What follows belongs to an exercise in optimizing a design on an open flow for small area and a short achievable clock period; a production flow would make more cautious choices. Only simulation tests tie the RTL to the original design; equivalence was not proved. Power and IR drop assume default switching activity.

## alpha
## Single_Cycle_CPU
module Single_Cycle_CPU(
input clock,
input reset,
output [31:0] pc,
input [31:0] instr,
output [31:0] dmem_addr,
output [31:0] dmem_wdata,
output dmem_we,
input [31:0] dmem_rdata
);
wire [3:0] cond = instr[31:28];
wire [1:0] op   = instr[27:26];
wire       I    = instr[25];
wire [3:0] cmd  = instr[24:21];
wire       S    = instr[20];
wire [3:0] rn   = instr[19:16];
wire [3:0] rd   = instr[15:12];
wire [3:0] rm   = instr[3:0];
wire [7:0] imm8 = instr[7:0];
reg [31:2] pcr;
reg z;
wire [32*15-1:0] rf;
assign pc = {pcr, 2'b00};
wire [31:0] pc8 = {pcr[31:3] + 29'd1, pcr[2], 2'b00};
wire dp     = (op == 2'b00);
wire mem    = (op == 2'b01);
wire is_add = dp & ~I & (cmd == 4'b0100);
wire is_sub = dp & ~I & (cmd == 4'b0010);
wire is_and = dp & ~I & (cmd == 4'b0000);
wire is_orr = dp & ~I & (cmd == 4'b1100);
wire is_cmp = dp & ~I & (cmd == 4'b1010);
wire is_lsr = dp &  I & (cmd == 4'b0001);
wire is_lsl = dp &  I & (cmd == 4'b0011);
wire is_ldr = mem & ~I &  S;
wire is_str = mem & ~I & ~S;
wire cond_ok = (cond == 4'b1110) | ((cond == 4'b0000) & z);
wire [3:0] ra2 = op[0] ? rd : rm;
wire [31:0] rd1, rd2;
wire [15:0] sel1 = 16'd1 << rn;
wire [15:0] sel2 = 16'd1 << ra2;
MUX16to1 read1(sel1, rf, pc8, rd1);
MUX16to1 read2(sel2, rf, pc8, rd2);
wire [31:0] alu;
wire alu_z;
ALU alu0(rd1, rd2, is_sub | is_cmp, is_and, is_orr, alu, alu_z);
wire [31:0] shres;
SHIFTER shift0(rd1, imm8, is_lsr, shres);
wire [31:0] result = is_ldr ? dmem_rdata : (is_lsr | is_lsl) ? shres : alu;
genvar g;
wire wr = cond_ok & (is_add | is_sub | is_and | is_orr | is_lsr | is_lsl | is_ldr);
wire [31:0] wdata = result & {32{~reset}};
generate
  for (g = 0; g < 15; g = g + 1) begin : regs
    reg [31:0] q;
    always @(posedge clock)
      if (reset | (wr & (rd == g))) q <= wdata;
    assign rf[32*g +: 32] = q;
  end
endgenerate
wire zw = cond_ok & ((S & (is_add | is_sub | is_and | is_orr)) | is_cmp);
always @(posedge clock) begin
  if (reset) begin
    pcr <= 30'd0;
    z <= 1'b0;
  end else begin
    pcr <= pcr + 30'd1;
    if (zw) z <= alu_z;
  end
end
ADDER_FOUR agu(rd1, imm8, dmem_addr);
assign dmem_wdata = rd2;
assign dmem_we    = cond_ok & is_str;
endmodule
Size: roughly 0.030 mm^2 of cells after synthesis.
==> flow/config.mk <==
export PLATFORM = sky130hd
export DESIGN_NAME = Single_Cycle_CPU
export DESIGN_NICKNAME = Single_Cycle_CPU
export VERILOG_FILES = /design/flow/design.v
export SDC_FILE = /design/flow/constraint.sdc
export NUM_CORES = 4
export LEC_CHECK = 0
export CAP_MARGIN = 20
export CORE_MARGIN = 2
export CORE_UTILIZATION = 60
export CTS_BUF_LIST = sky130_fd_sc_hd__clkbuf_16
export CTS_CLUSTER_DIAMETER = 80
export CTS_CLUSTER_SIZE = 24
export SLEW_MARGIN = 20
export SYNTH_HIERARCHICAL = 1
==> flow/constraint.sdc <==
create_clock -name core_clock -period 14.0 [get_ports {clock}]
set_input_delay 2.8000 -clock core_clock [delete_from_list [all_inputs] [get_ports {clock}]]
set_output_delay 2.8000 -clock core_clock [all_outputs]
set_load 0.01 [all_outputs]
standard.sh (not shown) runs the stock make flow with config.mk's settings and CLKGATE_MAP_FILE= SYNTH_SCRIPT=/design/flow/synth_recipe.tcl, a recipe that flattens the netlist after the stock synthesis.
==> flow/flow/run.sh <==
#!/bin/bash
set -euo pipefail
bash standard.sh \
  'BUFFER_PORTS_ARGS=-buffer_cell sky130_fd_sc_hd__buf_2' \
  SETUP_SLACK_MARGIN=5.45 \
  finish > standard_flow.log 2>&1
What beta does differently from alpha at the input level:
==> flow/flow/run.sh <==
#!/bin/bash
set -euo pipefail
bash standard.sh \
  'BUFFER_PORTS_ARGS=-buffer_cell sky130_fd_sc_hd__buf_2' \
  SETUP_SLACK_MARGIN=5.3 \
  finish > standard_flow.log 2>&1
==> comparison <==
- Reported for beta and alpha, HPWL reported at the end of detailed placement turned out identical to the last digit.
- Lower wire length goes to beta over alpha.
- First-pass GRT wire length is higher on alpha
- The via count reported for beta is smaller than that of alpha by 211.
- Diff alpha..beta | detailed-route vias per instance | negligible
- In the reports for beta and alpha, the smaller worst setup margin belongs to alpha.
- Changes observed in beta relative to alpha: area added between synthesis and finish fell 2.4 points, final worst hold slack fell 7.0 ps.
- ~same met2 track demand over resource in beta and alpha
- Compared with alpha, beta shows a core utilization that is 1.4 points lower.
- When beta is measured against alpha, its critical path depth turns out 9 lower.
--- input diff beta..gamma ---
- SETUP_SLACK_MARGIN newly set to 5
==> flow/flow/run.sh <==
#!/bin/bash
set -euo pipefail
bash standard.sh \
  'BUFFER_PORTS_ARGS=-buffer_cell sky130_fd_sc_hd__buf_2' \
  finish > standard_flow.log 2>&1
==> comparison <==
- Comparing beta and gamma, the lower clock period minus final worst setup slack is on beta.
- gamma -> beta: portion of netlist area occupied by mux cells delta 0, exact match
- beta → gamma: final area shows a reduction of 2.1%; final core utilization dropped 1.4 points; routed wire length dropped 2.1%; final cell count fell by 41.
- Relative to beta, the area growth from synthesis to layout of gamma is lower by 2.3 points.
- The worst hold slack on beta is in line with that on gamma.
Relative to gamma, the following input files were edited for delta:
- SETUP_SLACK_MARGIN removed (was 5)
==> flow/flow/run.sh <==
#!/bin/bash
set -euo pipefail
bash standard.sh \
  'BUFFER_PORTS_ARGS=-buffer_cell sky130_fd_sc_hd__buf_2' \
  SETUP_SLACK_MARGIN=5.6 \
  finish > standard_flow.log 2>&1
==> comparison <==
delta and gamma ended up with nearly the same sequential group power.
In delta, the design area came out 4.5% above the value in gamma.
gamma → delta: sequential cell count saw little to no change; layout buffer count excluding clock buffers saw an increase; power saw an increase.
For the sequential fraction of total cell area, delta came in 2.0 points lower than gamma did.

## re-timing with driven ports
In the flow no input, the clock included, has a driving cell. The finished layouts below were timed again as built, in two steps. Step 1: set_driving_cell puts a clkbuf_16 on clock and a buf_2 on each other input, an assumption about the parent block. Step 2 times the ports against the registers' clock, not the clock port: input delays grow and output delays shrink by t, the midpoint of the rising clock arrivals with the driver on. Slacks: ideal / step 1 / step 2; pairs: ideal / step 1.
run	t (ns)	setup WS [ns]	latest minus earliest clock arrival (ns)
alpha	0.657	5.295 / 5.337 / 4.680	0.039 / 0.038
beta	0.657	5.310 / 5.272 / 4.882	0.049 / 0.048
gamma	0.659	5.053 / 5.070 / 4.439	0.042 / 0.042
delta	0.682	5.437 / 5.380 / 4.981	0.029 / 0.030
After both steps setup and hold are still met in every run listed. For alpha, which loses most, drivers alone change the setup slack by +0.042 ns; drivers and shift together by -0.615 ns.
